Context: an optimization exercise on an open-source flow, tuned for small area. The choices shown serve that exercise and are no tape-out recipe. The RTL was checked by simulation tests, not by an equivalence proof against the original design. Power figures rest on the tool's default switching activity, not on a simulated workload.

==> design/flow/design.v <==
module ccm_fa(input a, input b, input ci, output s, output co);
assign s = a ^ b ^ ci;
assign co = (a & b) | (a & ci) | (b & ci);
endmodule
module ccm_tree(
	input	[7:0]	x0, x1, x2,
	input	[8:0]	m0, m1, m2,
	input	[8:0]	t0, t1, t2,	 
	output	[20:0]	cs
);
	wire e1 = m0[0] & ~m0[1], e2 = ~m0[0] & m0[1], e3 = m0[0] & m0[1];
	wire p4 = ~(m0[0] & x0[0]);
	wire p5;
	ccm_sel u_p5 (.s1(e1), .s2(e2), .s3(e3), .a(x0[1]), .b(x0[0]), .c(t0[1]), .y(p5));
	wire p6;
	ccm_sel u_p6 (.s1(e1), .s2(e2), .s3(e3), .a(x0[2]), .b(x0[1]), .c(t0[2]), .y(p6));
	wire p7;
	ccm_sel u_p7 (.s1(e1), .s2(e2), .s3(e3), .a(x0[3]), .b(x0[2]), .c(t0[3]), .y(p7));
	wire p8;
	ccm_sel u_p8 (.s1(e1), .s2(e2), .s3(e3), .a(x0[4]), .b(x0[3]), .c(t0[4]), .y(p8));
	wire p9;
	ccm_sel u_p9 (.s1(e1), .s2(e2), .s3(e3), .a(x0[5]), .b(x0[4]), .c(t0[5]), .y(p9));
	wire p10;
	ccm_sel u_p10 (.s1(e1), .s2(e2), .s3(e3), .a(x0[6]), .b(x0[5]), .c(t0[6]), .y(p10));
	wire p11;
	ccm_sel u_p11 (.s1(e1), .s2(e2), .s3(e3), .a(x0[7]), .b(x0[6]), .c(t0[7]), .y(p11));
	wire p12 = ~(m0[1] & x0[7]);
	wire p13 = ~(e3 & t0[8]);
	wire e14 = m0[2] & ~m0[3], e15 = ~m0[2] & m0[3], e16 = m0[2] & m0[3];
	wire p17 = ~(m0[2] & x0[0]);
	wire p18;
	ccm_sel u_p18 (.s1(e14), .s2(e15), .s3(e16), .a(x0[1]), .b(x0[0]), .c(t0[1]), .y(p18));
	wire p19;
	ccm_sel u_p19 (.s1(e14), .s2(e15), .s3(e16), .a(x0[2]), .b(x0[1]), .c(t0[2]), .y(p19));
	wire p20;
	ccm_sel u_p20 (.s1(e14), .s2(e15), .s3(e16), .a(x0[3]), .b(x0[2]), .c(t0[3]), .y(p20));
	wire p21;
	ccm_sel u_p21 (.s1(e14), .s2(e15), .s3(e16), .a(x0[4]), .b(x0[3]), .c(t0[4]), .y(p21));
	wire p22;
	ccm_sel u_p22 (.s1(e14), .s2(e15), .s3(e16), .a(x0[5]), .b(x0[4]), .c(t0[5]), .y(p22));
	wire p23;
	ccm_sel u_p23 (.s1(e14), .s2(e15), .s3(e16), .a(x0[6]), .b(x0[5]), .c(t0[6]), .y(p23));
	wire p24;
	ccm_sel u_p24 (.s1(e14), .s2(e15), .s3(e16), .a(x0[7]), .b(x0[6]), .c(t0[7]), .y(p24));
	wire p25 = ~(m0[3] & x0[7]);
	wire p26 = ~(e16 & t0[8]);
	wire e27 = m0[4] & ~m0[5], e28 = ~m0[4] & m0[5], e29 = m0[4] & m0[5];
	wire p30 = ~(m0[4] & x0[0]);
	wire p31;
	ccm_sel u_p31 (.s1(e27), .s2(e28), .s3(e29), .a(x0[1]), .b(x0[0]), .c(t0[1]), .y(p31));
	wire p32;
	ccm_sel u_p32 (.s1(e27), .s2(e28), .s3(e29), .a(x0[2]), .b(x0[1]), .c(t0[2]), .y(p32));
	wire p33;
	ccm_sel u_p33 (.s1(e27), .s2(e28), .s3(e29), .a(x0[3]), .b(x0[2]), .c(t0[3]), .y(p33));
	wire p34;
	ccm_sel u_p34 (.s1(e27), .s2(e28), .s3(e29), .a(x0[4]), .b(x0[3]), .c(t0[4]), .y(p34));
	wire p35;
	ccm_sel u_p35 (.s1(e27), .s2(e28), .s3(e29), .a(x0[5]), .b(x0[4]), .c(t0[5]), .y(p35));
	wire p36;
	ccm_sel u_p36 (.s1(e27), .s2(e28), .s3(e29), .a(x0[6]), .b(x0[5]), .c(t0[6]), .y(p36));
	wire p37;
	ccm_sel u_p37 (.s1(e27), .s2(e28), .s3(e29), .a(x0[7]), .b(x0[6]), .c(t0[7]), .y(p37));
	wire p38 = ~(m0[5] & x0[7]);
	wire p39 = ~(e29 & t0[8]);
	wire e40 = m0[6] & ~m0[7], e41 = ~m0[6] & m0[7], e42 = m0[6] & m0[7];
	wire p43 = ~(m0[6] & x0[0]);
	wire p44;
	ccm_sel u_p44 (.s1(e40), .s2(e41), .s3(e42), .a(x0[1]), .b(x0[0]), .c(t0[1]), .y(p44));
	wire p45;
	ccm_sel u_p45 (.s1(e40), .s2(e41), .s3(e42), .a(x0[2]), .b(x0[1]), .c(t0[2]), .y(p45));
	wire p46;
	ccm_sel u_p46 (.s1(e40), .s2(e41), .s3(e42), .a(x0[3]), .b(x0[2]), .c(t0[3]), .y(p46));
	wire p47;
	ccm_sel u_p47 (.s1(e40), .s2(e41), .s3(e42), .a(x0[4]), .b(x0[3]), .c(t0[4]), .y(p47));
	wire p48;
	ccm_sel u_p48 (.s1(e40), .s2(e41), .s3(e42), .a(x0[5]), .b(x0[4]), .c(t0[5]), .y(p48));
	wire p49;
	ccm_sel u_p49 (.s1(e40), .s2(e41), .s3(e42), .a(x0[6]), .b(x0[5]), .c(t0[6]), .y(p49));
	wire p50;
	ccm_sel u_p50 (.s1(e40), .s2(e41), .s3(e42), .a(x0[7]), .b(x0[6]), .c(t0[7]), .y(p50));
	wire p51 = ~(m0[7] & x0[7]);
	wire p52 = ~(e42 & t0[8]);
	wire p53 = x0[0] & m0[8];
	wire p54 = x0[1] & m0[8];
	wire p55 = x0[2] & m0[8];
	wire p56 = x0[3] & m0[8];
	wire p57 = x0[4] & m0[8];
	wire p58 = x0[5] & m0[8];
	wire p59 = x0[6] & m0[8];
	wire p60 = x0[7] & m0[8];
	wire e61 = m1[0] & ~m1[1], e62 = ~m1[0] & m1[1], e63 = m1[0] & m1[1];
	wire p64 = ~(m1[0] & x1[0]);
	wire p65;
	ccm_sel u_p65 (.s1(e61), .s2(e62), .s3(e63), .a(x1[1]), .b(x1[0]), .c(t1[1]), .y(p65));
	wire p66;
	ccm_sel u_p66 (.s1(e61), .s2(e62), .s3(e63), .a(x1[2]), .b(x1[1]), .c(t1[2]), .y(p66));
	wire p67;
	ccm_sel u_p67 (.s1(e61), .s2(e62), .s3(e63), .a(x1[3]), .b(x1[2]), .c(t1[3]), .y(p67));
	wire p68;
	ccm_sel u_p68 (.s1(e61), .s2(e62), .s3(e63), .a(x1[4]), .b(x1[3]), .c(t1[4]), .y(p68));
	wire p69;
	ccm_sel u_p69 (.s1(e61), .s2(e62), .s3(e63), .a(x1[5]), .b(x1[4]), .c(t1[5]), .y(p69));
	wire p70;
	ccm_sel u_p70 (.s1(e61), .s2(e62), .s3(e63), .a(x1[6]), .b(x1[5]), .c(t1[6]), .y(p70));
	wire p71;
	ccm_sel u_p71 (.s1(e61), .s2(e62), .s3(e63), .a(x1[7]), .b(x1[6]), .c(t1[7]), .y(p71));
	wire p72 = ~(m1[1] & x1[7]);
	wire p73 = ~(e63 & t1[8]);
	wire e74 = m1[2] & ~m1[3], e75 = ~m1[2] & m1[3], e76 = m1[2] & m1[3];
	wire p77 = ~(m1[2] & x1[0]);
	wire p78;
	ccm_sel u_p78 (.s1(e74), .s2(e75), .s3(e76), .a(x1[1]), .b(x1[0]), .c(t1[1]), .y(p78));
	wire p79;
	ccm_sel u_p79 (.s1(e74), .s2(e75), .s3(e76), .a(x1[2]), .b(x1[1]), .c(t1[2]), .y(p79));
	wire p80;
	ccm_sel u_p80 (.s1(e74), .s2(e75), .s3(e76), .a(x1[3]), .b(x1[2]), .c(t1[3]), .y(p80));
	wire p81;
	ccm_sel u_p81 (.s1(e74), .s2(e75), .s3(e76), .a(x1[4]), .b(x1[3]), .c(t1[4]), .y(p81));
	wire p82;
	ccm_sel u_p82 (.s1(e74), .s2(e75), .s3(e76), .a(x1[5]), .b(x1[4]), .c(t1[5]), .y(p82));
	wire p83;
	ccm_sel u_p83 (.s1(e74), .s2(e75), .s3(e76), .a(x1[6]), .b(x1[5]), .c(t1[6]), .y(p83));
	wire p84;
	ccm_sel u_p84 (.s1(e74), .s2(e75), .s3(e76), .a(x1[7]), .b(x1[6]), .c(t1[7]), .y(p84));
	wire p85 = ~(m1[3] & x1[7]);
	wire p86 = ~(e76 & t1[8]);
	wire e87 = m1[4] & ~m1[5], e88 = ~m1[4] & m1[5], e89 = m1[4] & m1[5];
	wire p90 = ~(m1[4] & x1[0]);
	wire p91;
	ccm_sel u_p91 (.s1(e87), .s2(e88), .s3(e89), .a(x1[1]), .b(x1[0]), .c(t1[1]), .y(p91));
	wire p92;
	ccm_sel u_p92 (.s1(e87), .s2(e88), .s3(e89), .a(x1[2]), .b(x1[1]), .c(t1[2]), .y(p92));
	wire p93;
	ccm_sel u_p93 (.s1(e87), .s2(e88), .s3(e89), .a(x1[3]), .b(x1[2]), .c(t1[3]), .y(p93));
	wire p94;
	ccm_sel u_p94 (.s1(e87), .s2(e88), .s3(e89), .a(x1[4]), .b(x1[3]), .c(t1[4]), .y(p94));
	wire p95;
	ccm_sel u_p95 (.s1(e87), .s2(e88), .s3(e89), .a(x1[5]), .b(x1[4]), .c(t1[5]), .y(p95));
	wire p96;
	ccm_sel u_p96 (.s1(e87), .s2(e88), .s3(e89), .a(x1[6]), .b(x1[5]), .c(t1[6]), .y(p96));
	wire p97;
	ccm_sel u_p97 (.s1(e87), .s2(e88), .s3(e89), .a(x1[7]), .b(x1[6]), .c(t1[7]), .y(p97));
	wire p98 = ~(m1[5] & x1[7]);
	wire p99 = ~(e89 & t1[8]);
	wire e100 = m1[6] & ~m1[7], e101 = ~m1[6] & m1[7], e102 = m1[6] & m1[7];
	wire p103 = ~(m1[6] & x1[0]);
	wire p104;
	ccm_sel u_p104 (.s1(e100), .s2(e101), .s3(e102), .a(x1[1]), .b(x1[0]), .c(t1[1]), .y(p104));
	wire p105;
	ccm_sel u_p105 (.s1(e100), .s2(e101), .s3(e102), .a(x1[2]), .b(x1[1]), .c(t1[2]), .y(p105));
	wire p106;
	ccm_sel u_p106 (.s1(e100), .s2(e101), .s3(e102), .a(x1[3]), .b(x1[2]), .c(t1[3]), .y(p106));
	wire p107;
	ccm_sel u_p107 (.s1(e100), .s2(e101), .s3(e102), .a(x1[4]), .b(x1[3]), .c(t1[4]), .y(p107));
	wire p108;
	ccm_sel u_p108 (.s1(e100), .s2(e101), .s3(e102), .a(x1[5]), .b(x1[4]), .c(t1[5]), .y(p108));
	wire p109;
	ccm_sel u_p109 (.s1(e100), .s2(e101), .s3(e102), .a(x1[6]), .b(x1[5]), .c(t1[6]), .y(p109));
	wire p110;
	ccm_sel u_p110 (.s1(e100), .s2(e101), .s3(e102), .a(x1[7]), .b(x1[6]), .c(t1[7]), .y(p110));
	wire p111 = ~(m1[7] & x1[7]);
	wire p112 = ~(e102 & t1[8]);
	wire p113 = x1[0] & m1[8];
	wire p114 = x1[1] & m1[8];
	wire p115 = x1[2] & m1[8];
	wire p116 = x1[3] & m1[8];
	wire p117 = x1[4] & m1[8];
	wire p118 = x1[5] & m1[8];
	wire p119 = x1[6] & m1[8];
	wire p120 = x1[7] & m1[8];
	wire e121 = m2[0] & ~m2[1], e122 = ~m2[0] & m2[1], e123 = m2[0] & m2[1];
	wire p124 = ~(m2[0] & x2[0]);
	wire p125;
	ccm_sel u_p125 (.s1(e121), .s2(e122), .s3(e123), .a(x2[1]), .b(x2[0]), .c(t2[1]), .y(p125));
	wire p126;
	ccm_sel u_p126 (.s1(e121), .s2(e122), .s3(e123), .a(x2[2]), .b(x2[1]), .c(t2[2]), .y(p126));
	wire p127;
	ccm_sel u_p127 (.s1(e121), .s2(e122), .s3(e123), .a(x2[3]), .b(x2[2]), .c(t2[3]), .y(p127));
	wire p128;
	ccm_sel u_p128 (.s1(e121), .s2(e122), .s3(e123), .a(x2[4]), .b(x2[3]), .c(t2[4]), .y(p128));
	wire p129;
	ccm_sel u_p129 (.s1(e121), .s2(e122), .s3(e123), .a(x2[5]), .b(x2[4]), .c(t2[5]), .y(p129));
	wire p130;
	ccm_sel u_p130 (.s1(e121), .s2(e122), .s3(e123), .a(x2[6]), .b(x2[5]), .c(t2[6]), .y(p130));
	wire p131;
	ccm_sel u_p131 (.s1(e121), .s2(e122), .s3(e123), .a(x2[7]), .b(x2[6]), .c(t2[7]), .y(p131));
	wire p132 = ~(m2[1] & x2[7]);
	wire p133 = ~(e123 & t2[8]);
	wire e134 = m2[2] & ~m2[3], e135 = ~m2[2] & m2[3], e136 = m2[2] & m2[3];
	wire p137 = ~(m2[2] & x2[0]);
	wire p138;
	ccm_sel u_p138 (.s1(e134), .s2(e135), .s3(e136), .a(x2[1]), .b(x2[0]), .c(t2[1]), .y(p138));
	wire p139;
	ccm_sel u_p139 (.s1(e134), .s2(e135), .s3(e136), .a(x2[2]), .b(x2[1]), .c(t2[2]), .y(p139));
	wire p140;
	ccm_sel u_p140 (.s1(e134), .s2(e135), .s3(e136), .a(x2[3]), .b(x2[2]), .c(t2[3]), .y(p140));
	wire p141;
	ccm_sel u_p141 (.s1(e134), .s2(e135), .s3(e136), .a(x2[4]), .b(x2[3]), .c(t2[4]), .y(p141));
	wire p142;
	ccm_sel u_p142 (.s1(e134), .s2(e135), .s3(e136), .a(x2[5]), .b(x2[4]), .c(t2[5]), .y(p142));
	wire p143;
	ccm_sel u_p143 (.s1(e134), .s2(e135), .s3(e136), .a(x2[6]), .b(x2[5]), .c(t2[6]), .y(p143));
	wire p144;
	ccm_sel u_p144 (.s1(e134), .s2(e135), .s3(e136), .a(x2[7]), .b(x2[6]), .c(t2[7]), .y(p144));
	wire p145 = ~(m2[3] & x2[7]);
	wire p146 = ~(e136 & t2[8]);
	wire e147 = m2[4] & ~m2[5], e148 = ~m2[4] & m2[5], e149 = m2[4] & m2[5];
	wire p150 = ~(m2[4] & x2[0]);
	wire p151;
	ccm_sel u_p151 (.s1(e147), .s2(e148), .s3(e149), .a(x2[1]), .b(x2[0]), .c(t2[1]), .y(p151));
	wire p152;
	ccm_sel u_p152 (.s1(e147), .s2(e148), .s3(e149), .a(x2[2]), .b(x2[1]), .c(t2[2]), .y(p152));
	wire p153;
	ccm_sel u_p153 (.s1(e147), .s2(e148), .s3(e149), .a(x2[3]), .b(x2[2]), .c(t2[3]), .y(p153));
	wire p154;
	ccm_sel u_p154 (.s1(e147), .s2(e148), .s3(e149), .a(x2[4]), .b(x2[3]), .c(t2[4]), .y(p154));
	wire p155;
	ccm_sel u_p155 (.s1(e147), .s2(e148), .s3(e149), .a(x2[5]), .b(x2[4]), .c(t2[5]), .y(p155));
	wire p156;
	ccm_sel u_p156 (.s1(e147), .s2(e148), .s3(e149), .a(x2[6]), .b(x2[5]), .c(t2[6]), .y(p156));
	wire p157;
	ccm_sel u_p157 (.s1(e147), .s2(e148), .s3(e149), .a(x2[7]), .b(x2[6]), .c(t2[7]), .y(p157));
	wire p158 = ~(m2[5] & x2[7]);
	wire p159 = ~(e149 & t2[8]);
	wire e160 = m2[6] & ~m2[7], e161 = ~m2[6] & m2[7], e162 = m2[6] & m2[7];
	wire p163 = ~(m2[6] & x2[0]);
	wire p164;
	ccm_sel u_p164 (.s1(e160), .s2(e161), .s3(e162), .a(x2[1]), .b(x2[0]), .c(t2[1]), .y(p164));
	wire p165;
	ccm_sel u_p165 (.s1(e160), .s2(e161), .s3(e162), .a(x2[2]), .b(x2[1]), .c(t2[2]), .y(p165));
	wire p166;
	ccm_sel u_p166 (.s1(e160), .s2(e161), .s3(e162), .a(x2[3]), .b(x2[2]), .c(t2[3]), .y(p166));
	wire p167;
	ccm_sel u_p167 (.s1(e160), .s2(e161), .s3(e162), .a(x2[4]), .b(x2[3]), .c(t2[4]), .y(p167));
	wire p168;
	ccm_sel u_p168 (.s1(e160), .s2(e161), .s3(e162), .a(x2[5]), .b(x2[4]), .c(t2[5]), .y(p168));
	wire p169;
	ccm_sel u_p169 (.s1(e160), .s2(e161), .s3(e162), .a(x2[6]), .b(x2[5]), .c(t2[6]), .y(p169));
	wire p170;
	ccm_sel u_p170 (.s1(e160), .s2(e161), .s3(e162), .a(x2[7]), .b(x2[6]), .c(t2[7]), .y(p170));
	wire p171 = ~(m2[7] & x2[7]);
	wire p172 = ~(e162 & t2[8]);
	wire p173 = x2[0] & m2[8];
	wire p174 = x2[1] & m2[8];
	wire p175 = x2[2] & m2[8];
	wire p176 = x2[3] & m2[8];
	wire p177 = x2[4] & m2[8];
	wire p178 = x2[5] & m2[8];
	wire p179 = x2[6] & m2[8];
	wire p180 = x2[7] & m2[8];
	wire c182 = (p4 & p64) | (p4 & p124) | (p64 & p124);
	wire s183, c184;
	ccm_fa u_s183 (.a(c182), .b(p5), .ci(p65), .s(s183), .co(c184));
	wire c185 = p125 | s183;
	wire s186, c187;
	ccm_fa u_s186 (.a(p17), .b(p77), .ci(p137), .s(s186), .co(c187));
	wire s188, c189;
	ccm_fa u_s188 (.a(s186), .b(p6), .ci(p66), .s(s188), .co(c189));
	wire s190, c191;
	ccm_fa u_s190 (.a(p126), .b(c184), .ci(s188), .s(s190), .co(c191));
	wire c192 = c185 | s190;
	wire s193, c194;
	ccm_fa u_s193 (.a(c187), .b(p7), .ci(p18), .s(s193), .co(c194));
	wire s195, c196;
	ccm_fa u_s195 (.a(p67), .b(p78), .ci(p127), .s(s195), .co(c196));
	wire s197, c198;
	ccm_fa u_s197 (.a(p138), .b(c189), .ci(s193), .s(s197), .co(c198));
	wire s199, c200;
	ccm_fa u_s199 (.a(s195), .b(c191), .ci(s197), .s(s199), .co(c200));
	wire c201 = c192 | s199;
	wire s202, c203;
	ccm_fa u_s202 (.a(p30), .b(p90), .ci(p150), .s(s202), .co(c203));
	wire s204, c205;
	ccm_fa u_s204 (.a(s202), .b(p8), .ci(p19), .s(s204), .co(c205));
	wire s206, c207;
	ccm_fa u_s206 (.a(p68), .b(p79), .ci(p128), .s(s206), .co(c207));
	wire s208, c209;
	ccm_fa u_s208 (.a(p139), .b(c194), .ci(c196), .s(s208), .co(c209));
	wire s210, c211;
	ccm_fa u_s210 (.a(s204), .b(s206), .ci(c198), .s(s210), .co(c211));
	wire s212, c213;
	ccm_fa u_s212 (.a(s208), .b(c200), .ci(s210), .s(s212), .co(c213));
	wire c214 = c201 | s212;
	wire s215, c216;
	ccm_fa u_s215 (.a(c203), .b(p9), .ci(p20), .s(s215), .co(c216));
	wire s217, c218;
	ccm_fa u_s217 (.a(p31), .b(p69), .ci(p80), .s(s217), .co(c218));
	wire s219, c220;
	ccm_fa u_s219 (.a(p91), .b(p129), .ci(p140), .s(s219), .co(c220));
	wire s221, c222;
	ccm_fa u_s221 (.a(p151), .b(c205), .ci(c207), .s(s221), .co(c222));
	wire s223, c224;
	ccm_fa u_s223 (.a(s215), .b(s217), .ci(s219), .s(s223), .co(c224));
	wire s225, c226;
	ccm_fa u_s225 (.a(c209), .b(s221), .ci(s223), .s(s225), .co(c226));
	wire s227, c228;
	ccm_fa u_s227 (.a(c211), .b(s225), .ci(c213), .s(s227), .co(c228));
	wire c229 = c214 | s227;
	wire s230, c231;
	ccm_fa u_s230 (.a(p43), .b(p103), .ci(p163), .s(s230), .co(c231));
	wire s232, c233;
	ccm_fa u_s232 (.a(s230), .b(p10), .ci(p21), .s(s232), .co(c233));
	wire s234, c235;
	ccm_fa u_s234 (.a(p32), .b(p70), .ci(p81), .s(s234), .co(c235));
	wire s236, c237;
	ccm_fa u_s236 (.a(p92), .b(p130), .ci(p141), .s(s236), .co(c237));
	wire s238, c239;
	ccm_fa u_s238 (.a(p152), .b(c216), .ci(c218), .s(s238), .co(c239));
	wire s240, c241;
	ccm_fa u_s240 (.a(c220), .b(s232), .ci(s234), .s(s240), .co(c241));
	wire s242, c243;
	ccm_fa u_s242 (.a(s236), .b(c222), .ci(c224), .s(s242), .co(c243));
	wire s244, c245;
	ccm_fa u_s244 (.a(s238), .b(s240), .ci(c226), .s(s244), .co(c245));
	wire s246, c247;
	ccm_fa u_s246 (.a(s242), .b(s244), .ci(c228), .s(s246), .co(c247));
	wire c248 = c229 | s246;
	wire s249, c250;
	ccm_fa u_s249 (.a(c231), .b(p11), .ci(p22), .s(s249), .co(c250));
	wire s251, c252;
	ccm_fa u_s251 (.a(p33), .b(p44), .ci(p71), .s(s251), .co(c252));
	wire s253, c254;
	ccm_fa u_s253 (.a(p82), .b(p93), .ci(p104), .s(s253), .co(c254));
	wire s255, c256;
	ccm_fa u_s255 (.a(p131), .b(p142), .ci(p153), .s(s255), .co(c256));
	wire s257, c258;
	ccm_fa u_s257 (.a(p164), .b(c233), .ci(c235), .s(s257), .co(c258));
	wire s259, c260;
	ccm_fa u_s259 (.a(c237), .b(s249), .ci(s251), .s(s259), .co(c260));
	wire s261, c262;
	ccm_fa u_s261 (.a(s253), .b(s255), .ci(c239), .s(s261), .co(c262));
	wire s263, c264;
	ccm_fa u_s263 (.a(c241), .b(s257), .ci(s259), .s(s263), .co(c264));
	wire s265, c266;
	ccm_fa u_s265 (.a(c243), .b(s261), .ci(s263), .s(s265), .co(c266));
	wire s267, c268;
	ccm_fa u_s267 (.a(c245), .b(s265), .ci(c247), .s(s267), .co(c268));
	wire s269 = p12 ^ p72;
	wire c270 = p12 & p72;
	wire s271, c272;
	ccm_fa u_s271 (.a(p132), .b(p53), .ci(p113), .s(s271), .co(c272));
	wire s273, c274;
	ccm_fa u_s273 (.a(p173), .b(s269), .ci(s271), .s(s273), .co(c274));
	wire s275, c276;
	ccm_fa u_s275 (.a(s273), .b(p13), .ci(p73), .s(s275), .co(c276));
	wire s277, c278;
	ccm_fa u_s277 (.a(p133), .b(p23), .ci(p34), .s(s277), .co(c278));
	wire s279, c280;
	ccm_fa u_s279 (.a(p45), .b(p83), .ci(p94), .s(s279), .co(c280));
	wire s281, c282;
	ccm_fa u_s281 (.a(p105), .b(p143), .ci(p154), .s(s281), .co(c282));
	wire s283, c284;
	ccm_fa u_s283 (.a(p165), .b(c250), .ci(c252), .s(s283), .co(c284));
	wire s285, c286;
	ccm_fa u_s285 (.a(c254), .b(c256), .ci(s275), .s(s285), .co(c286));
	wire s287, c288;
	ccm_fa u_s287 (.a(s277), .b(s279), .ci(s281), .s(s287), .co(c288));
	wire s289, c290;
	ccm_fa u_s289 (.a(c258), .b(c260), .ci(s283), .s(s289), .co(c290));
	wire s291, c292;
	ccm_fa u_s291 (.a(s285), .b(s287), .ci(c262), .s(s291), .co(c292));
	wire s293, c294;
	ccm_fa u_s293 (.a(c264), .b(s289), .ci(s291), .s(s293), .co(c294));
	wire s295 = ~(c266 ^ s293);
	wire c296 = c266 | s293;
	wire s297 = p54 ^ p114;
	wire c298 = p54 & p114;
	wire s299, c300;
	ccm_fa u_s299 (.a(p174), .b(c270), .ci(c272), .s(s299), .co(c300));
	wire s301, c302;
	ccm_fa u_s301 (.a(s297), .b(c274), .ci(s299), .s(s301), .co(c302));
	wire s303, c304;
	ccm_fa u_s303 (.a(s301), .b(p24), .ci(p35), .s(s303), .co(c304));
	wire s305, c306;
	ccm_fa u_s305 (.a(p46), .b(p84), .ci(p95), .s(s305), .co(c306));
	wire s307, c308;
	ccm_fa u_s307 (.a(p106), .b(p144), .ci(p155), .s(s307), .co(c308));
	wire s309, c310;
	ccm_fa u_s309 (.a(p166), .b(c276), .ci(c278), .s(s309), .co(c310));
	wire s311, c312;
	ccm_fa u_s311 (.a(c280), .b(c282), .ci(s303), .s(s311), .co(c312));
	wire s313, c314;
	ccm_fa u_s313 (.a(s305), .b(s307), .ci(c284), .s(s313), .co(c314));
	wire s315, c316;
	ccm_fa u_s315 (.a(c286), .b(c288), .ci(s309), .s(s315), .co(c316));
	wire s317, c318;
	ccm_fa u_s317 (.a(s311), .b(c290), .ci(s313), .s(s317), .co(c318));
	wire s319, c320;
	ccm_fa u_s319 (.a(s315), .b(c292), .ci(s317), .s(s319), .co(c320));
	wire s321, c322;
	ccm_fa u_s321 (.a(c294), .b(s319), .ci(c296), .s(s321), .co(c322));
	wire s323, c324;
	ccm_fa u_s323 (.a(p25), .b(p85), .ci(p145), .s(s323), .co(c324));
	wire s325, c326;
	ccm_fa u_s325 (.a(p55), .b(p115), .ci(p175), .s(s325), .co(c326));
	wire s327, c328;
	ccm_fa u_s327 (.a(c298), .b(s323), .ci(s325), .s(s327), .co(c328));
	wire s329, c330;
	ccm_fa u_s329 (.a(c300), .b(s327), .ci(c302), .s(s329), .co(c330));
	wire s331, c332;
	ccm_fa u_s331 (.a(s329), .b(p26), .ci(p86), .s(s331), .co(c332));
	wire s333, c334;
	ccm_fa u_s333 (.a(p146), .b(p36), .ci(p47), .s(s333), .co(c334));
	wire s335, c336;
	ccm_fa u_s335 (.a(p96), .b(p107), .ci(p156), .s(s335), .co(c336));
	wire s337, c338;
	ccm_fa u_s337 (.a(p167), .b(c304), .ci(c306), .s(s337), .co(c338));
	wire s339, c340;
	ccm_fa u_s339 (.a(c308), .b(s331), .ci(s333), .s(s339), .co(c340));
	wire s341, c342;
	ccm_fa u_s341 (.a(s335), .b(c310), .ci(c312), .s(s341), .co(c342));
	wire s343, c344;
	ccm_fa u_s343 (.a(s337), .b(s339), .ci(c314), .s(s343), .co(c344));
	wire s345, c346;
	ccm_fa u_s345 (.a(c316), .b(s341), .ci(c318), .s(s345), .co(c346));
	wire s347, c348;
	ccm_fa u_s347 (.a(s343), .b(s345), .ci(c320), .s(s347), .co(c348));
	wire s349, c350;
	ccm_fa u_s349 (.a(p56), .b(p116), .ci(p176), .s(s349), .co(c350));
	wire s351, c352;
	ccm_fa u_s351 (.a(c324), .b(c326), .ci(s349), .s(s351), .co(c352));
	wire s353, c354;
	ccm_fa u_s353 (.a(c328), .b(s351), .ci(c330), .s(s353), .co(c354));
	wire s355, c356;
	ccm_fa u_s355 (.a(p37), .b(p48), .ci(p97), .s(s355), .co(c356));
	wire s357, c358;
	ccm_fa u_s357 (.a(p108), .b(p157), .ci(p168), .s(s357), .co(c358));
	wire s359, c360;
	ccm_fa u_s359 (.a(s353), .b(c332), .ci(c334), .s(s359), .co(c360));
	wire s361, c362;
	ccm_fa u_s361 (.a(c336), .b(s355), .ci(s357), .s(s361), .co(c362));
	wire s363, c364;
	ccm_fa u_s363 (.a(c338), .b(c340), .ci(s359), .s(s363), .co(c364));
	wire s365, c366;
	ccm_fa u_s365 (.a(s361), .b(c342), .ci(s363), .s(s365), .co(c366));
	wire s367, c368;
	ccm_fa u_s367 (.a(c344), .b(s365), .ci(c346), .s(s367), .co(c368));
	wire s369, c370;
	ccm_fa u_s369 (.a(p38), .b(p98), .ci(p158), .s(s369), .co(c370));
	wire s371, c372;
	ccm_fa u_s371 (.a(p57), .b(p117), .ci(p177), .s(s371), .co(c372));
	wire s373, c374;
	ccm_fa u_s373 (.a(c350), .b(s369), .ci(s371), .s(s373), .co(c374));
	wire s375, c376;
	ccm_fa u_s375 (.a(c352), .b(s373), .ci(p39), .s(s375), .co(c376));
	wire s377, c378;
	ccm_fa u_s377 (.a(p99), .b(p159), .ci(c354), .s(s377), .co(c378));
	wire s379, c380;
	ccm_fa u_s379 (.a(p49), .b(p109), .ci(p169), .s(s379), .co(c380));
	wire s381, c382;
	ccm_fa u_s381 (.a(c356), .b(c358), .ci(s375), .s(s381), .co(c382));
	wire s383, c384;
	ccm_fa u_s383 (.a(s377), .b(s379), .ci(c360), .s(s383), .co(c384));
	wire s385, c386;
	ccm_fa u_s385 (.a(c362), .b(s381), .ci(c364), .s(s385), .co(c386));
	wire s387, c388;
	ccm_fa u_s387 (.a(s383), .b(c366), .ci(s385), .s(s387), .co(c388));
	wire s389, c390;
	ccm_fa u_s389 (.a(p58), .b(p118), .ci(p178), .s(s389), .co(c390));
	wire s391, c392;
	ccm_fa u_s391 (.a(c370), .b(c372), .ci(s389), .s(s391), .co(c392));
	wire s393, c394;
	ccm_fa u_s393 (.a(c374), .b(s391), .ci(p50), .s(s393), .co(c394));
	wire s395, c396;
	ccm_fa u_s395 (.a(p110), .b(p170), .ci(c376), .s(s395), .co(c396));
	wire s397, c398;
	ccm_fa u_s397 (.a(c378), .b(c380), .ci(s393), .s(s397), .co(c398));
	wire s399, c400;
	ccm_fa u_s399 (.a(c382), .b(s395), .ci(s397), .s(s399), .co(c400));
	wire s401, c402;
	ccm_fa u_s401 (.a(c384), .b(s399), .ci(c386), .s(s401), .co(c402));
	wire s403, c404;
	ccm_fa u_s403 (.a(p51), .b(p111), .ci(p171), .s(s403), .co(c404));
	wire s405, c406;
	ccm_fa u_s405 (.a(p59), .b(p119), .ci(p179), .s(s405), .co(c406));
	wire s407, c408;
	ccm_fa u_s407 (.a(c390), .b(s403), .ci(s405), .s(s407), .co(c408));
	wire s409, c410;
	ccm_fa u_s409 (.a(c392), .b(s407), .ci(p52), .s(s409), .co(c410));
	wire s411, c412;
	ccm_fa u_s411 (.a(p112), .b(p172), .ci(c394), .s(s411), .co(c412));
	wire s413, c414;
	ccm_fa u_s413 (.a(s409), .b(c396), .ci(c398), .s(s413), .co(c414));
	wire s415, c416;
	ccm_fa u_s415 (.a(s411), .b(c400), .ci(s413), .s(s415), .co(c416));
	wire s417, c418;
	ccm_fa u_s417 (.a(p60), .b(p120), .ci(p180), .s(s417), .co(c418));
	wire s419, c420;
	ccm_fa u_s419 (.a(c404), .b(c406), .ci(s417), .s(s419), .co(c420));
	wire s421, c422;
	ccm_fa u_s421 (.a(c408), .b(s419), .ci(c410), .s(s421), .co(c422));
	wire s423, c424;
	ccm_fa u_s423 (.a(c412), .b(s421), .ci(c414), .s(s423), .co(c424));
	wire s425 = c418 ^ c420;
	wire c426 = c418 & c420;
	wire s427 = ~(s425 ^ c422);
	wire c428 = s425 | c422;
	assign cs = {c428, c426, c424, s427, s423, c416, c402, s415, c388, s401, c368, s387, c348, s367, c322, s347, s321, c268, s295, s267, c248};
endmodule
module ccm_fin(
	input	[20:0]	cs,
	output	[7:0]	y
);
	wire [11:0] ta = ~{1'b0, cs[19], cs[17], cs[15], cs[13], cs[11], cs[9], cs[7], cs[5], cs[4], cs[2], cs[0]};
	wire [11:0] tb = ~{1'b1, cs[20], cs[18], cs[16], cs[14], cs[12], cs[10], cs[8], cs[6], 1'b1, cs[3], cs[1]};
	wire tc = ~1'b1;
	wire [11:0] ns;
	assign ns[0] = cs[0] ^ cs[1] ^ 1'b1;
	wire k429 = (cs[0] & cs[1]) | (cs[0] & 1'b1) | (cs[1] & 1'b1);
	wire k430;
	ccm_fa u_k430 (.a(cs[2]), .b(cs[3]), .ci(k429), .s(ns[1]), .co(k430));
	assign ns[2] = cs[4] ^ 1'b1 ^ k430;
	wire k431 = (cs[4] & 1'b1) | (cs[4] & k430) | (1'b1 & k430);
	wire k432;
	ccm_fa u_k432 (.a(cs[5]), .b(cs[6]), .ci(k431), .s(ns[3]), .co(k432));
	wire k433;
	ccm_fa u_k433 (.a(cs[7]), .b(cs[8]), .ci(k432), .s(ns[4]), .co(k433));
	wire k434;
	ccm_fa u_k434 (.a(cs[9]), .b(cs[10]), .ci(k433), .s(ns[5]), .co(k434));
	wire k435;
	ccm_fa u_k435 (.a(cs[11]), .b(cs[12]), .ci(k434), .s(ns[6]), .co(k435));
	wire k436;
	ccm_fa u_k436 (.a(cs[13]), .b(cs[14]), .ci(k435), .s(ns[7]), .co(k436));
	wire k437;
	ccm_fa u_k437 (.a(cs[15]), .b(cs[16]), .ci(k436), .s(ns[8]), .co(k437));
	wire k438;
	ccm_fa u_k438 (.a(cs[17]), .b(cs[18]), .ci(k437), .s(ns[9]), .co(k438));
	wire k439;
	ccm_fa u_k439 (.a(cs[19]), .b(cs[20]), .ci(k438), .s(ns[10]), .co(k439));
	assign ns[11] = 1'b0 ^ 1'b1 ^ k439;
	wire [11:0] sum = ~ns;
	wire neg = sum[11];
	wire ovf = |sum[10:8];
	assign y = neg ? 8'd0 : ovf ? 8'd255 : sum[7:0];
endmodule
module ccm_x3(
	input	[7:0]	x,
	output	[8:0]	t
);
wire [7:1] g = x[7:1] & x[6:0];
wire [7:1] p = x[7:1] ^ x[6:0];
wire G1;
ccm_ao u_ao1 (.g(g[2]), .p(p[2]), .c(g[1]), .y(G1));
wire G2;
ccm_ao u_ao2 (.g(g[4]), .p(p[4]), .c(g[3]), .y(G2));
wire P2 = p[4] & p[3];
wire G3;
ccm_ao u_ao3 (.g(g[6]), .p(p[6]), .c(g[5]), .y(G3));
wire P3 = p[6] & p[5];
wire G4;
ccm_ao u_ao4 (.g(g[3]), .p(p[3]), .c(G1), .y(G4));
wire P4 = p[3] & p[2];
wire G5;
ccm_ao u_ao5 (.g(G2), .p(P2), .c(G1), .y(G5));
wire P5 = P2 & p[2];
wire G6;
ccm_ao u_ao6 (.g(g[7]), .p(p[7]), .c(G3), .y(G6));
wire P6 = p[7] & P3;
wire G7;
ccm_ao u_ao7 (.g(g[5]), .p(p[5]), .c(G5), .y(G7));
wire P7 = p[5] & P5;
wire G8;
ccm_ao u_ao8 (.g(G3), .p(P3), .c(G5), .y(G8));
wire P8 = P3 & P5;
wire G9;
ccm_ao u_ao9 (.g(G6), .p(P6), .c(G5), .y(G9));
wire P9 = P6 & P5;
assign t[0] = x[0];
assign t[1] = p[1];
assign t[2] = p[2] ^ g[1];
assign t[3] = p[3] ^ G1;
assign t[4] = p[4] ^ G4;
assign t[5] = p[5] ^ G5;
assign t[6] = p[6] ^ G7;
assign t[7] = p[7] ^ G8;
assign t[8] = G9;
endmodule
module ccm_ao(input g, input p, input c, output y);
assign y = g | (p & c);
endmodule
module ccm_sel(input s1, input s2, input s3, input a, input b, input c, output y);
assign y = ~((s1 & a) | (s2 & b) | (s3 & c));
endmodule
module ccm(
	input			clk,
	input			reset_n,
	input	[8:0]	i_ccm_1m1,	 
	input	[8:0]	i_ccm_1m2,
	input	[8:0]	i_ccm_1m3,
	input	[8:0]	i_ccm_2m1,
	input	[8:0]	i_ccm_2m2,
	input	[8:0]	i_ccm_2m3,
	input	[8:0]	i_ccm_3m1,
	input	[8:0]	i_ccm_3m2,
	input	[8:0]	i_ccm_3m3,
	input	[2:0]	i_video_syn,
	input	[23:0]	i_data,
	output	[2:0]	o_video_sync,
	output	[23:0]	o_data
);
reg		[3:0]		syn_v,syn_h,syn_d;
always @(posedge clk or negedge reset_n)
	if(~reset_n) begin
		syn_v	<=	0;
		syn_h	<=	0;
		syn_d	<=	0;
	end else begin
		syn_v	<=	{syn_v[2:0],	i_video_syn[2]};
		syn_d	<=	{syn_d[2:0],	i_video_syn[1]};
		syn_h	<=	{syn_h[2:0],	i_video_syn[0]};
	end
wire	[8:0]	t_r, t_g, t_b;
ccm_x3 u_x3_r(.x(i_data[23:16]), .t(t_r));
ccm_x3 u_x3_g(.x(i_data[15:8]), .t(t_g));
ccm_x3 u_x3_b(.x(i_data[7:0]), .t(t_b));
wire	[20:0]	cs_r, cs_g, cs_b;
ccm_tree u_tree_r(
	.x0	(i_data[23:16]), .x1 (i_data[15:8]), .x2 (i_data[7:0]),
	.t0	(t_r), .t1 (t_g), .t2 (t_b),
	.m0	(i_ccm_1m1), .m1 (i_ccm_1m2), .m2 (i_ccm_1m3),
	.cs	(cs_r)
);
ccm_tree u_tree_g(
	.x0	(i_data[23:16]), .x1 (i_data[15:8]), .x2 (i_data[7:0]),
	.t0	(t_r), .t1 (t_g), .t2 (t_b),
	.m0	(i_ccm_2m1), .m1 (i_ccm_2m2), .m2 (i_ccm_2m3),
	.cs	(cs_g)
);
ccm_tree u_tree_b(
	.x0	(i_data[23:16]), .x1 (i_data[15:8]), .x2 (i_data[7:0]),
	.t0	(t_r), .t1 (t_g), .t2 (t_b),
	.m0	(i_ccm_3m1), .m1 (i_ccm_3m2), .m2 (i_ccm_3m3),
	.cs	(cs_b)
);
reg		[20:0]	c1_r, c1_g, c1_b;
always @(posedge clk) begin
	c1_r	<=	cs_r;
	c1_g	<=	cs_g;
	c1_b	<=	cs_b;
end
wire	[7:0]	r_new, g_new, b_new;
ccm_fin u_fin_r(.cs(c1_r), .y(r_new));
ccm_fin u_fin_g(.cs(c1_g), .y(g_new));
ccm_fin u_fin_b(.cs(c1_b), .y(b_new));
reg		[23:0]	d2, d3, d4;
always @(posedge clk) begin
	d2	<=	{r_new, g_new, b_new};
	d3	<=	d2;
	d4	<=	d3;
end
assign			o_data			=	d4;
assign			o_video_sync	=	{syn_v[3],syn_d[3],syn_h[3]};
endmodule
==> design/flow/flow/run.sh <==
#!/bin/bash
# The standard layout (the standard.sh: ORFS with the standard synthesis),
# with two changes to how the layout is made:
#  - buffer_ports puts the smallest buffer, sky130_fd_sc_hd__buf_1, on every
#    input and output port;
#  - clock tree synthesis uses sky130_fd_sc_hd__clkbuf_8 and adds no dummy
#    loads.
# make's full output goes to flow_make.log; ORFS keeps each step's log under orfs/logs.
set -euo pipefail
bash standard.sh \
  BUFFER_PORTS_ARGS="-buffer_cell sky130_fd_sc_hd__buf_1" \
  CTS_ARGS="-sink_clustering_enable -repair_clock_nets -buf_list sky130_fd_sc_hd__clkbuf_8 -dont_use_dummy_load" \
  finish > flow_make.log 2>&1
==> design/flow/standard.sh <==
#!/bin/bash
# synth_recipe.tcl (not shown) runs the flow's synth.tcl, then flattens the netlist and writes it again
# the make line also repeats each setting of config.mk as NAME=value (left out here)
make -C /OpenROAD-flow-scripts/flow DESIGN_CONFIG=/design/flow/config.mk WORK_HOME=/design/flow/orfs CLKGATE_MAP_FILE= SYNTH_SCRIPT=/design/flow/synth_recipe.tcl "${@:-finish}"
==> design/flow/config.mk <==
export PLATFORM = sky130hd
export DESIGN_NAME = ccm
export DESIGN_NICKNAME = ccm
export VERILOG_FILES = /design/flow/design.v
export SDC_FILE = /design/flow/constraint.sdc
export NUM_CORES = 4
export LEC_CHECK = 0
export CAP_MARGIN = 20
export CELL_PAD_IN_SITES_DETAIL_PLACEMENT = 1
export CORE_MARGIN = 2
export CORE_UTILIZATION = 40
export GPL_TIMING_DRIVEN = 0
export SLEW_MARGIN = 20
export SYNTH_HIERARCHICAL = 1
export SYNTH_MINIMUM_KEEP_SIZE = 0
==> design/flow/constraint.sdc <==
create_clock -name core_clock -period 7.0 [get_ports {clk}]
set_input_delay 1.4000 -clock core_clock [delete_from_list [all_inputs] [get_ports {clk}]]
set_output_delay 1.4000 -clock core_clock [all_outputs]
set_load 0.01 [all_outputs]
==> metrics.md, run 1 <==
| Metric | Value |
|---|---|
| Status | complete, no violations |
| Slew margin rel. | 0.379 |
| Ratio of routed vias to standard cells | 6.73 |
| Number of antenna violations at the first check in global routing | 3 |
| TritonCTS sink count | 147 |
| Net count of the finished layout | 2,018 |
| Cell area after synthesis | 0.0165 mm2 |
| Average cell area after synthesis | 12.5 um2 |
| Count of port buffers added during placement | 136 |
| Worst reg2reg path startpoint | c1_r[0]$_DFF_P_ |
| Vias in the first global route | 15.0k |
| Maximum number of pins on one net before global-route repair | 30 |
| Clock input transition at the sequential cells of the worst setup and hold paths | 0.08 ns |
| Number of cells on the worst reg-to-reg path | 18 |
| Sw Pwr | 0.00341 W |
| Count of yosys warnings during synthesis | 7 |
| Post-route antenna net violation count | 0 |
| Max-slew violations | 0 |
| Clock share of power | 0.061 |
| Worst Slack Setup Final | 0.327 ns |
| Final period demand of the worst path | 6.67 ns |
| Highest Clock Rate | 0.150 GHz |
| I/O Pins | 137 |
| Power share of the sequential group | 0.176 |
| Initial cell density of the core | 0.405 |
| P_leak | 6.69 nW |
| Buffers inserted by post-CTS timing repair | 0 |
| Min-Delay Path Class | reg -> reg |
| Placer Congestion | 0.922 |
| Insertion delay of the later-clocked pin in the worst-skew pair | 0.53 ns |
| Fraction of layout cells with a size suffix above 1 | 0.129 |
| Largest incremental delay on the critical path | 0.61 ns |
| Ratio of final minimum period to clock period | 0.953 |
| Average wire per cell in the routed design | 29.2 um |
| Fill count | 4,322 |
| Die outline height | 207 um |
| Storage cell area | 0.00300 mm2 |
| Core Region | 0.0408 mm2 |
| Largest clock skew in the final design | 0.0334 ns |
| Data arrival time of the worst path | 7.10 ns |
| Worst endpoint required time | 7.43 ns |
| Setup_tns | 0 ns |
| Clock Root Buffer | clkbuf_8 |
| Critical path, cell by cell | buf_2 > ha_1 > a21o_1 > a21o_1 > a21o_1 > xor2_2 > buf_8 > a222oi_1 > fa_1 > fa_1 > fa_1 > fa_1 > fa_1 > fa_1 > buf_4 |
| Aggregate routed wire length | 59,200 um |
| Instance count of the mapped netlist | 1,320 |
| Total routing usage reported by global routing | 0.279 |
| Setup Slack @ Placement | -0.0599 ns |
| CP Launch Type | input pin |
| Number of gates given a new drive strength after cts | 0 |
| Initial DRC Count | 3,678 |
| Transition at the pin with the smallest max-transition slack | 0.931 ns |
| Pwr per Cell Area | 459 mW/mm2 |
| Total of endpoints with negative setup slack in the final report | 0 |
| Crit path capture type | flop |
| Count of standard-cell rows | 74 |
| Largest driver fanout on the critical path | 29 |
| Switching share of power | 0.403 |
| Register-to-register setup slack | 2.10 ns |
| Hold-critical path depth | 0 |
| Type of the setup path with the least slack | in -> reg |
| Multi-input gate area | 0.0129 mm2 |
| Horizontal die dimension | 207 um |
| Launch instance of the worst min-delay path | d2[23]$_DFF_P_ |
| Maximum vdd ir drop | 0.278 mV |
| Crit-path most repeated cell | fa_1 |
| Number of hold-repair buffers added at the cts stage | 0 |
| Wire length of the first global-routing pass | 89,300 um |
| Combinational cell fraction of total power | 0.763 |
| Setup repair after global routing missed its margin | false |
| Worst hold slack across all endpoints | 0.316 ns |
| Post-detailed-route DRC marker count | 0 |
| Capture endpoint of the worst hold path | d3[23]$_DFF_P_ |
| TritonRoute pass-1 iters | 15 |
| Clock tree from TritonCTS | yes |
| Number of H-tree levels | 4 |
| Via count | 13.6k |
| Fin. Hold Viols | 0 |
| Post-synth net total | 1,844 |
| P&R area growth vs syn | 11.4% |
| Max-cap check violation count | 0 |
| Estimated wirelength of the detail-placed design | 44,400 um |
| Worst R2R End | d2[22]$_DFF_P_ |
| Global-route congestion overflow total | 0 |
| Num CTS Buffers | 17 |
| Die area | 0.0430 mm2 |
| Slowest-stage cell, CP | buf_2 |
| Internal power | 0.00505 W |
| Largest buffer count on any clock path | 2 |
## flip-flops by register name, indices dropped and copies added (netlist names)
signal,count
d2,24
c1_b,21
c1_g,21
syn_d,4
c1_r,21
syn_v,4
d3,24
syn_h,4
d4,24
## critical path: cells and delay by family
family	cells	cell delay, ns
compound gates	4	1.17
buf+inv	3	0.97
xor+xnor	1	0.24
fa+ha+maj	7	3.28
## worst max path at each step
stage,from,end,slack (ns),cells past startpoint
after CTS,i_data[10],c1_g[4]$_DFF_P_,0.54,15
after global placement,i_data[0],c1_r[4]$_DFF_P_,-1.70,14
after floorplan,i_data[17],c1_b[4]$_DFF_P_,1.06,13
final,i_data[10],c1_g[4]$_DFF_P_,0.33,15
after global routing,i_data[2],c1_r[4]$_DFF_P_,0.30,15
after detailed placement,i_data[10],c1_g[4]$_DFF_P_,-0.06,15
## routing by layer
| metal | wire length [um] | up-vias | share of wire | global-route usage |
|---|---|---|---|---|
| li1 | - | 5292 | - | - |
| met1 | 20900 | 6891 | 0.35 | 0.347 |
| met2 | 26800 | 1243 | 0.45 | 0.432 |
| met3 | 8470 | 209 | 0.14 | 0.0968 |
| met4 | 3000 | 0 | 0.051 | 0.140 |
| met5 | 0 | - | 0 | 0 |
## stage by stage
step / area [um2] / cells / util / power [W]
6_report: 18400 / 2027 / 0.451 / 0.00846
5_1_grt: 18400 / 2025 / 0.451 / 0.00947
4_1_cts: 18400 / 2024 / 0.451 / 0.00861
3_5_place_dp: 18200 / 2007 / 0.445 / 0.00805
3_3_place_gp: 17700 / 1988 / 0.434 / 0.00767
2_1_floorplan: 16500 / 1320 / - / 0.00645
## final cells by class
class / instances / area share
Clock buffer: 17 / 0.0127
Tap cell: 532 / 0.0361
Sequential cell: 147 / 0.163
Inverter: 48 / 0.00978
Buffer: 78 / 0.0320
Timing Repair Buffer: 155 / 0.0458
Multi-Input combinational cell: 1047 / 0.700
Antenna cell: 3 / 0.000408
## cells in the final DEF, fill, tap and decap left out, types with 27 or more instances in the layout
cell      count
inv_1        48
buf_1       112
nor2b_1      72
a222oi_1    252
buf_4        72
ha_1         42
nand2_1     111
a21o_1       27
dfxtp_1     135
and2_1      108
fa_1        372
## power by group through the flow
stage | registers (W) | logic, W | clock network [W]
6_report | 0.00149 | 0.00645 | 0.000517
5_1_grt | 0.00154 | 0.00735 | 0.000582
4_1_cts | 0.00150 | 0.00655 | 0.000560
3_5_place_dp | 0.00152 | 0.00653 | 0
3_3_place_gp | 0.00150 | 0.00617 | 0
2_1_floorplan | 0.00153 | 0.00492 | 0
==> run 2: changes to the inputs <==
--- a/design/flow/config.mk
+++ b/design/flow/config.mk
@@ -9,7 +9,6 @@
 export CELL_PAD_IN_SITES_DETAIL_PLACEMENT = 1
 export CORE_MARGIN = 2
 export CORE_UTILIZATION = 40
-export GPL_TIMING_DRIVEN = 0
 export SLEW_MARGIN = 20
 export SYNTH_HIERARCHICAL = 1
 export SYNTH_MINIMUM_KEEP_SIZE = 0
==> run 2 against run 1 <==
Sequential power hardly changed. Critical path type unchanged. Total power is 21% lower. Design area is 2.6% lower. Largest power group unchanged. Die area stayed put. Sequential share of layout area is 0.43 points higher. Global-route usage is 0.19 points lower.
==> metrics.md, run 2 <==
| Metric | Value |
|---|---|
| Setup Slack @ Placement | 0.221 ns (+0.281 ns) |
| Insertion delay of the later-clocked pin in the worst-skew pair | 0.52 ns (about the same) |
| Placer Congestion | 0.983 (+6.5%) |
| Highest Clock Rate | 0.158 GHz (+5.7%) |
| Worst R2R End | d2[12]$_DFF_P_ |
| Horizontal die dimension | 207 um (unchanged) |
| Critical path endpoint | c1_r[4]$_DFF_P_ |
| Clock tree from TritonCTS | yes |
| Die outline height | 207 um (unchanged) |
| Number of antenna violations at the first check in global routing | 5 (+2) |
| Crit-path most repeated cell | fa_1 |
| Fraction of layout cells with a size suffix above 1 | 0.0866 (-0.0421) |
| Slew margin rel. | 0.330 (-0.0490) |
| Register-to-register setup slack | 1.71 ns (-0.39 ns) |
| Multi-input gate area | 0.0128 mm2 (-0.87%) |
| P&R area growth vs syn | 8.54% |
| Final period demand of the worst path | 6.31 ns (-0.359 ns) |
| Fin. Hold Viols | 0 (unchanged) |
| Core Region | 0.0408 mm2 (unchanged) |
| Setup repair after global routing missed its margin | false |
| Initial DRC Count | 3,401 (-7.5%) |
| Largest driver fanout on the critical path | 12 (-59%) |
| Slowest-stage cell, CP | xor2_2 |
| TritonCTS sink count | 147 (unchanged) |
| Number of cells on the worst reg-to-reg path | 17 (-1) |
| Total routing usage reported by global routing | 0.277 (-0.00194) |
| Instance count of the mapped netlist | 1,320 (unchanged) |
| Total of endpoints with negative setup slack in the final report | 0 (unchanged) |
| Post-route antenna net violation count | 0 (unchanged) |
| Critical path, cell by cell | buf_1 > buf_4 > ha_1 > a21o_1 > a21o_1 > a21o_1 > xor2_2 > a222oi_1 > fa_1 > fa_1 > fa_1 > fa_1 > fa_1 > fa_1 |
| Buffers inserted by post-CTS timing repair | 0 (unchanged) |
| Stages on worst setup path | 14 (-1) |
| Core Util, Final | 0.440 (-0.0116) |
| Highest-count cells in the layout ignoring fill and taps | fa_1 (372), a222oi_1 (252), buf_1 (136), dfxtp_1 (135), nand2_1 (111) |
| Type of the setup path with the least slack | in -> reg |
| Post-synth net total | 1,844 (unchanged) |
| Worst Slack Setup Final | 0.686 ns (+0.359 ns) |
| Count of port buffers added during placement | 136 (unchanged) |
| Ratio of final minimum period to clock period | 0.902 (-0.0513) |
| Global-route congestion overflow total | 0 (unchanged) |
| Maximum vdd ir drop | 0.202 mV (-27%) |
| Net count of the finished layout | 1,992 (-1.3%) |
| Crit path capture type | flop |
| Cell area after synthesis | 0.0165 mm2 (unchanged) |
| Number of placed instances with taps included | 1,981 (-1.3%) |
| CP Launch Type | input pin |
| Worst hold slack across all endpoints | 0.305 ns (-0.0108 ns) |
| Aggregate routed wire length | 58,800 um (-0.67%) |
| Setup_tns | 0 ns (unchanged) |
| Vias in the first global route | 14.6k (-2.7%) |
| Data arrival time of the worst path | 6.70 ns (-0.40 ns) |
| Number of hold-repair buffers added at the cts stage | 0 (unchanged) |
| Clock input transition at the sequential cells of the worst setup and hold paths | 0.08 ns (about the same) |
| Die area | 0.0430 mm2 (unchanged) |
| Initial cell density of the core | 0.405 (unchanged) |
| Max-cap check violation count | 0 (unchanged) |
| Worst path bufs/invs | 2 (-1) |
| Clock Root Buffer | clkbuf_8 |
| Min-Delay Path Class | reg -> reg |
| Fill count | 4,401 (+1.8%) |
| Post-detailed-route DRC marker count | 0 (unchanged) |
| Most common library cell in the layout ignoring fill and taps | fa_1 |
| Number of gates given a new drive strength after cts | 0 (unchanged) |
| Status | complete, no violations |
| Wire length of the first global-routing pass | 88,800 um (-0.56%) |
| Average cell area after synthesis | 12.5 um2 (unchanged) |
| Worst endpoint required time | 7.39 ns (-0.04 ns) |
| Largest buffer count on any clock path | 2 (unchanged) |
| Pwr per Cell Area | 373 mW/mm2 (-19%) |
| Num CTS Buffers | 17 (unchanged) |
| Count of yosys warnings during synthesis | 7 (unchanged) |
| TritonRoute pass-1 iters | 20 (+5) |
| Count of standard-cell rows | 74 (unchanged) |
| Max-slew violations | 0 (unchanged) |
| Top Family by Delay on Critical Path | adder cells |
| Estimated wirelength of the detail-placed design | 46,500 um (+4.7%) |
| Largest incremental delay on the critical path | 0.74 ns (+0.13 ns) |
| Transition at the pin with the smallest max-transition slack | 1.00 ns (+0.0700 ns) |
| Number of H-tree levels | 4 (unchanged) |
| Via count | 13.5k (-0.88%) |
| I/O Pins | 137 (unchanged) |
| Crit path launch | i_data[17] |
| Worst reg2reg path startpoint | c1_g[1]$_DFF_P_ |
| Final non-filler cell total | 2,002 (-1.2%) |
| Average wire per cell in the routed design | 29.4 um (+0.57%) |
| Maximum number of pins on one net before global-route repair | 29 (-3.3%) |
| Largest clock skew in the final design | 0.0376 ns (+0.00418 ns) |
| Ratio of routed vias to standard cells | 6.75 (+0.36%) |
| Registers with the highest flip-flop counts | d2: 24 flops, d3: 24 flops, d4: 24 flops |
| Storage cell area | 0.00300 mm2 (unchanged) |
| P_leak | 6.43 nW (-3.8%) |
-- run 2: cell type report --
type                            instances  share of cell area
Clock buffer                           17              0.0130
Sequential cell                       147               0.167
Tap cell                              532              0.0371
Timing Repair Buffer                  207              0.0595
Inverter                               48              0.0100
Antenna cell                            4            0.000558
Multi-Input combinational cell       1047               0.712
-- run 2: how the worst min path moves through the flow --
stage | from | endpoint | slack, ns | depth (start not counted)
6_report | d2[12]$_DFF_P_ | d3[12]$_DFF_P_ | 0.31 | 0
5_1_grt | d2[12]$_DFF_P_ | d3[12]$_DFF_P_ | 0.32 | 0
4_1_cts | d2[12]$_DFF_P_ | d3[12]$_DFF_P_ | 0.31 | 0
3_5_place_dp | d2[3]$_DFF_P_ | d3[3]$_DFF_P_ | 0.31 | 0
3_3_place_gp | d3[22]$_DFF_P_ | d4[22]$_DFF_P_ | 0.31 | 0
2_1_floorplan | d2[0]$_DFF_P_ | d3[0]$_DFF_P_ | 0.31 | 0
-- run 2: power by group --
| part | total (W) | switching, W | internal [W] |
|---|---|---|---|
| combinational | 0.00471 | 0.00262 | 0.00208 |
| clock | 0.000493 | 0.000281 | 0.000212 |
| sequential | 0.00148 | 0.000134 | 0.00135 |
| total | 0.00669 | 0.00304 | 0.00365 |
-- run 2: per-stage QoR --
stage                     power [W]  instance area, um2
after floorplan             0.00645               16500
after global placement      0.00606               17700
after detailed placement    0.00632               17700
after CTS                   0.00686               17900
after global routing        0.00758               17900
final                       0.00669               17900
-- run 2: metal layers --
layer | track usage | up-vias | wire (um)
met1 | 0.357 | 6838 | 21700
met5 | 0 | - | 9
met2 | 0.427 | 1224 | 26300
li1 | - | 5258 | -
met4 | 0.119 | 2 | 2550
met3 | 0.0909 | 193 | 8170
==> run 3: changes to the inputs <==
--- a/design/flow/design.v
+++ b/design/flow/design.v
@@ -531,7 +531,15 @@
 	wire [11:0] sum = ~ns;
 	wire neg = sum[11];
 	wire ovf = |sum[10:8];
-	assign y = neg ? 8'd0 : ovf ? 8'd255 : sum[7:0];
+	wire nok = ~ovf;
+	ccm_sat u_sat0 (.neg(neg), .nok(nok), .n(ns[0]), .y(y[0]));
+	ccm_sat u_sat1 (.neg(neg), .nok(nok), .n(ns[1]), .y(y[1]));
+	ccm_sat u_sat2 (.neg(neg), .nok(nok), .n(ns[2]), .y(y[2]));
+	ccm_sat u_sat3 (.neg(neg), .nok(nok), .n(ns[3]), .y(y[3]));
+	ccm_sat u_sat4 (.neg(neg), .nok(nok), .n(ns[4]), .y(y[4]));
+	ccm_sat u_sat5 (.neg(neg), .nok(nok), .n(ns[5]), .y(y[5]));
+	ccm_sat u_sat6 (.neg(neg), .nok(nok), .n(ns[6]), .y(y[6]));
+	ccm_sat u_sat7 (.neg(neg), .nok(nok), .n(ns[7]), .y(y[7]));
 endmodule
 module ccm_x3(
 	input	[7:0]	x,
@@ -575,6 +583,9 @@
 assign t[7] = p[7] ^ G8;
 assign t[8] = G9;
 endmodule
+module ccm_sat(input neg, input nok, input n, output y);
+assign y = ~(neg | (nok & n));
+endmodule
 module ccm_ao(input g, input p, input c, output y);
 assign y = g | (p & c);
 endmodule
--- a/design/flow/config.mk
+++ b/design/flow/config.mk
@@ -8,7 +8,7 @@
 export CAP_MARGIN = 20
 export CELL_PAD_IN_SITES_DETAIL_PLACEMENT = 1
 export CORE_MARGIN = 2
-export CORE_UTILIZATION = 40
+export CORE_UTILIZATION = 55
 export SLEW_MARGIN = 20
 export SYNTH_HIERARCHICAL = 1
 export SYNTH_MINIMUM_KEEP_SIZE = 0
==> run 3 against run 2 <==
Sequential power about the same. Highest routed layer is now met4. Global-route usage up 13 points. Non-clock buffer count down 6. Final cell count down 7.5%. Critical path depth down 1. Fmax down 2.8%.
==> metrics.md, run 3 <==
| Metric | Value |
|---|---|
| Core Region | 0.0296 mm2 (-28%) |
| Highest Clock Rate | 0.154 GHz (-2.8%) |
| Clock input transition at the sequential cells of the worst setup and hold paths | 0.09 ns (about the same) |
| TritonCTS sink count | 147 (unchanged) |
| Buffers inserted by post-CTS timing repair | 0 (unchanged) |
| Instance count of the mapped netlist | 1,314 (-0.45%) |
| Worst endpoint required time | 7.36 ns (-0.03 ns) |
| Vias in the first global route | 15.4k (+5.4%) |
| Min-Delay Path Class | reg -> reg |
| Post-detailed-route DRC marker count | 0 (unchanged) |
| Estimated wirelength of the detail-placed design | 46,900 um (+0.85%) |
| Max-slew violations | 0 (unchanged) |
| Horizontal die dimension | 177 um (-15%) |
| Insertion delay of the later-clocked pin in the worst-skew pair | 0.49 ns (-0.03 ns) |
| Post-route antenna net violation count | 0 (unchanged) |
| Maximum number of pins on one net before global-route repair | 29 (unchanged) |
| Die outline height | 177 um (-15%) |
| Largest driver fanout on the critical path | 9 (-3) |
| Status | complete, no violations |
| Worst R2R End | d2[5]$_DFF_P_ |
| Final period demand of the worst path | 6.49 ns (+0.179 ns) |
| Data arrival time of the worst path | 6.86 ns (+0.16 ns) |
| Crit-path most repeated cell | fa_1 |
| Wire length of the first global-routing pass | 91,500 um (+3.0%) |
| Worst reg2reg path startpoint | c1_b[1]$_DFF_P_ |
| Initial DRC Count | 3,389 (-0.35%) |
| Total of endpoints with negative setup slack in the final report | 0 (unchanged) |
| Number of antenna violations at the first check in global routing | 0 (-5) |
| Num CTS Buffers | 17 (unchanged) |
| Aggregate routed wire length | 61,400 um (+4.5%) |
| Count of standard-cell rows | 63 (-15%) |
| Clock tree from TritonCTS | yes |
| Largest buffer count on any clock path | 2 (unchanged) |
| Setup repair after global routing missed its margin | false |
| Highest-count cells in the layout ignoring fill and taps | fa_1 (372), a222oi_1 (252), buf_1 (136), dfxtp_1 (135), nand2_1 (111) |
| Count of port buffers added during placement | 136 (unchanged) |
| Placer Congestion | 0.987 (+0.48%) |
| Transition at the pin with the smallest max-transition slack | 1.19 ns (+0.191 ns) |
| Ratio of final minimum period to clock period | 0.928 (+0.0255) |
| Fin. Hold Viols | 0 (unchanged) |
| Pwr per Cell Area | 403 mW/mm2 (+8.0%) |
| Total routing usage reported by global routing | 0.403 (+0.127) |
| Net count of the finished layout | 1,986 (-0.30%) |
| Post-synth net total | 1,838 (-0.33%) |
| Critical path, cell by cell | buf_1 > ha_1 > a21o_1 > a21o_1 > a21o_1 > xor2_1 > a222oi_1 > fa_1 > fa_1 > fa_1 > fa_1 > fa_1 > fa_1 |
| Worst Slack Setup Final | 0.507 ns (-0.179 ns) |
| Average wire per cell in the routed design | 33.2 um (+13%) |
| Ratio of routed vias to standard cells | 7.46 (+11%) |
| Registers with the highest flip-flop counts | d2: 24 flops, d3: 24 flops, d4: 24 flops |
| Clock Root Buffer | clkbuf_8 |
| Die area | 0.0314 mm2 (-27%) |
| Critical path endpoint | c1_g[4]$_DFF_P_ |
| Setup Slack @ Placement | -0.00357 ns (-0.225 ns) |
| Number of gates given a new drive strength after cts | 0 (unchanged) |
| Number of hold-repair buffers added at the cts stage | 0 (unchanged) |
| Slew margin rel. | 0.202 (-0.128) |
| Max-cap check violation count | 0 (unchanged) |
| Via count | 13.8k (+2.2%) |
| Number of cells on the worst reg-to-reg path | 17 (unchanged) |
| Number of H-tree levels | 4 (unchanged) |
| TritonRoute pass-1 iters | 17 (-15%) |
| Fraction of layout cells with a size suffix above 1 | 0.0822 (-0.00444) |
| Largest clock skew in the final design | 0.0361 ns (-0.00145 ns) |
| P&R area growth vs syn | 7.41% |
| Fill count | 3,026 (-31%) |
| Most common library cell in the layout ignoring fill and taps | fa_1 |
| Initial cell density of the core | 0.558 (+0.153) |
| Crit path capture type | flop |
| Cell area after synthesis | 0.0165 mm2 (-0.30%) |
| Average cell area after synthesis | 12.5 um2 (+0.16%) |
| Global-route congestion overflow total | 0 (unchanged) |
| Slowest-stage cell, CP | xor2_1 |
| Largest incremental delay on the critical path | 0.91 ns (+0.17 ns) |
| Crit path launch | i_data[17] |
| Number of placed instances with taps included | 1,833 (-7.5%) |
| P_leak | 6.40 nW (-0.47%) |
| CP Launch Type | input pin |
| Count of yosys warnings during synthesis | 7 (unchanged) |
| Final non-filler cell total | 1,851 (-7.5%) |
| Type of the setup path with the least slack | in -> reg |
| I/O Pins | 137 (unchanged) |
| Maximum vdd ir drop | 0.432 mV (+110%) |
| Register-to-register setup slack | 1.65 ns (-0.06 ns) |
run 3: critical path: cells and delay by family:
family	cells	cell delay [ns]
compound gates	4	0.92
xor+xnor	1	0.91
fa+ha+maj	7	3.25
buf+inv	1	0.35
run 3: metrics by stage:
step                 util  TNS [ns]  hold slack, ns  total power, W  instance area (um2)
finish              0.599         0           0.308         0.00713                17700
global route        0.599         0           0.316         0.00787                17700
CTS                 0.599         0           0.309         0.00717                17700
detailed placement  0.591  -0.00357           0.313         0.00660                17500
global placement    0.591         0           0.310         0.00618                17500
floorplan               -         0           0.310         0.00641                16500
run 3: per-layer routing:
| metal | routed length [um] | vias up | track usage |
|---|---|---|---|
| met5 | 0 | - | 0 |
| met4 | 3240 | 0 | 0.199 |
| met3 | 9010 | 250 | 0.143 |
| met2 | 27600 | 1308 | 0.618 |
| met1 | 21600 | 6997 | 0.509 |
| li1 | - | 5256 | - |
run 3: power by group:
group,switching (W),internal (W),leakage [nW],total [W]
clock,0.000322,0.000214,0.122,0.000536
combinational,0.00288,0.00221,5.01,0.00509
sequential,0.000149,0.00135,1.28,0.00150
total,0.00335,0.00378,6.40,0.00713
run 3: area by class of cell:
type / instances / area, um2 / area share
Inverter: 48 / 180 / 0.0102
Tap cell: 390 / 488 / 0.0276
Sequential cell: 147 / 3000 / 0.170
Multi-Input combinational cell: 1047 / 12800 / 0.722
Antenna cell: 1 / 2.50 / 0.000141
Clock buffer: 17 / 234 / 0.0132
Timing Repair Buffer: 201 / 1020 / 0.0578
run 3: worst min path at each step:
stage | start | endpoint | slack, ns | depth (start not counted)
after global placement | d2[4]$_DFF_P_ | d3[4]$_DFF_P_ | 0.31 | 0
after global routing | d3[18]$_DFF_P_ | d4[18]$_DFF_P_ | 0.32 | 0
after CTS | d3[18]$_DFF_P_ | d4[18]$_DFF_P_ | 0.31 | 0
after detailed placement | d2[23]$_DFF_P_ | d3[23]$_DFF_P_ | 0.31 | 0
after floorplan | d2[0]$_DFF_P_ | d3[0]$_DFF_P_ | 0.31 | 0
final | d3[18]$_DFF_P_ | d4[18]$_DFF_P_ | 0.31 | 0

==> separate check: timing with driven ports <==
The results above use ideal ports. As a check the final layouts listed here were re-extracted and re-timed, cells and wires unchanged.
Step 1: set_driving_cell puts a clkbuf_16 on clk and a buf_2 on each other input, an assumption about the parent block.
Step 2, shift: input delay + t, output delay - t, t = (earliest + latest rising clock arrival at the registers) / 2. This alone moves slack from input paths to output paths.
Three values: ideal, step 1, step 2; two values: the first two.
| run | t (ns) | setup WS [ns] | cell pins on the clock port's net |
|---|---|---|---|
| run 1 | 0.568 | 0.327 / 0.348 / -0.220 | 1 |
| run 2 | 0.560 | 0.686 / 0.714 / 0.153 | 1 |
| run 3 | 0.530 | 0.507 / 0.535 / 0.005 | 1 |
Met with ideal ports but missed after step 2: setup timing in run 1. For run 1, which loses most, drivers alone change the setup slack by +0.021 ns; drivers and shift together by -0.547 ns.
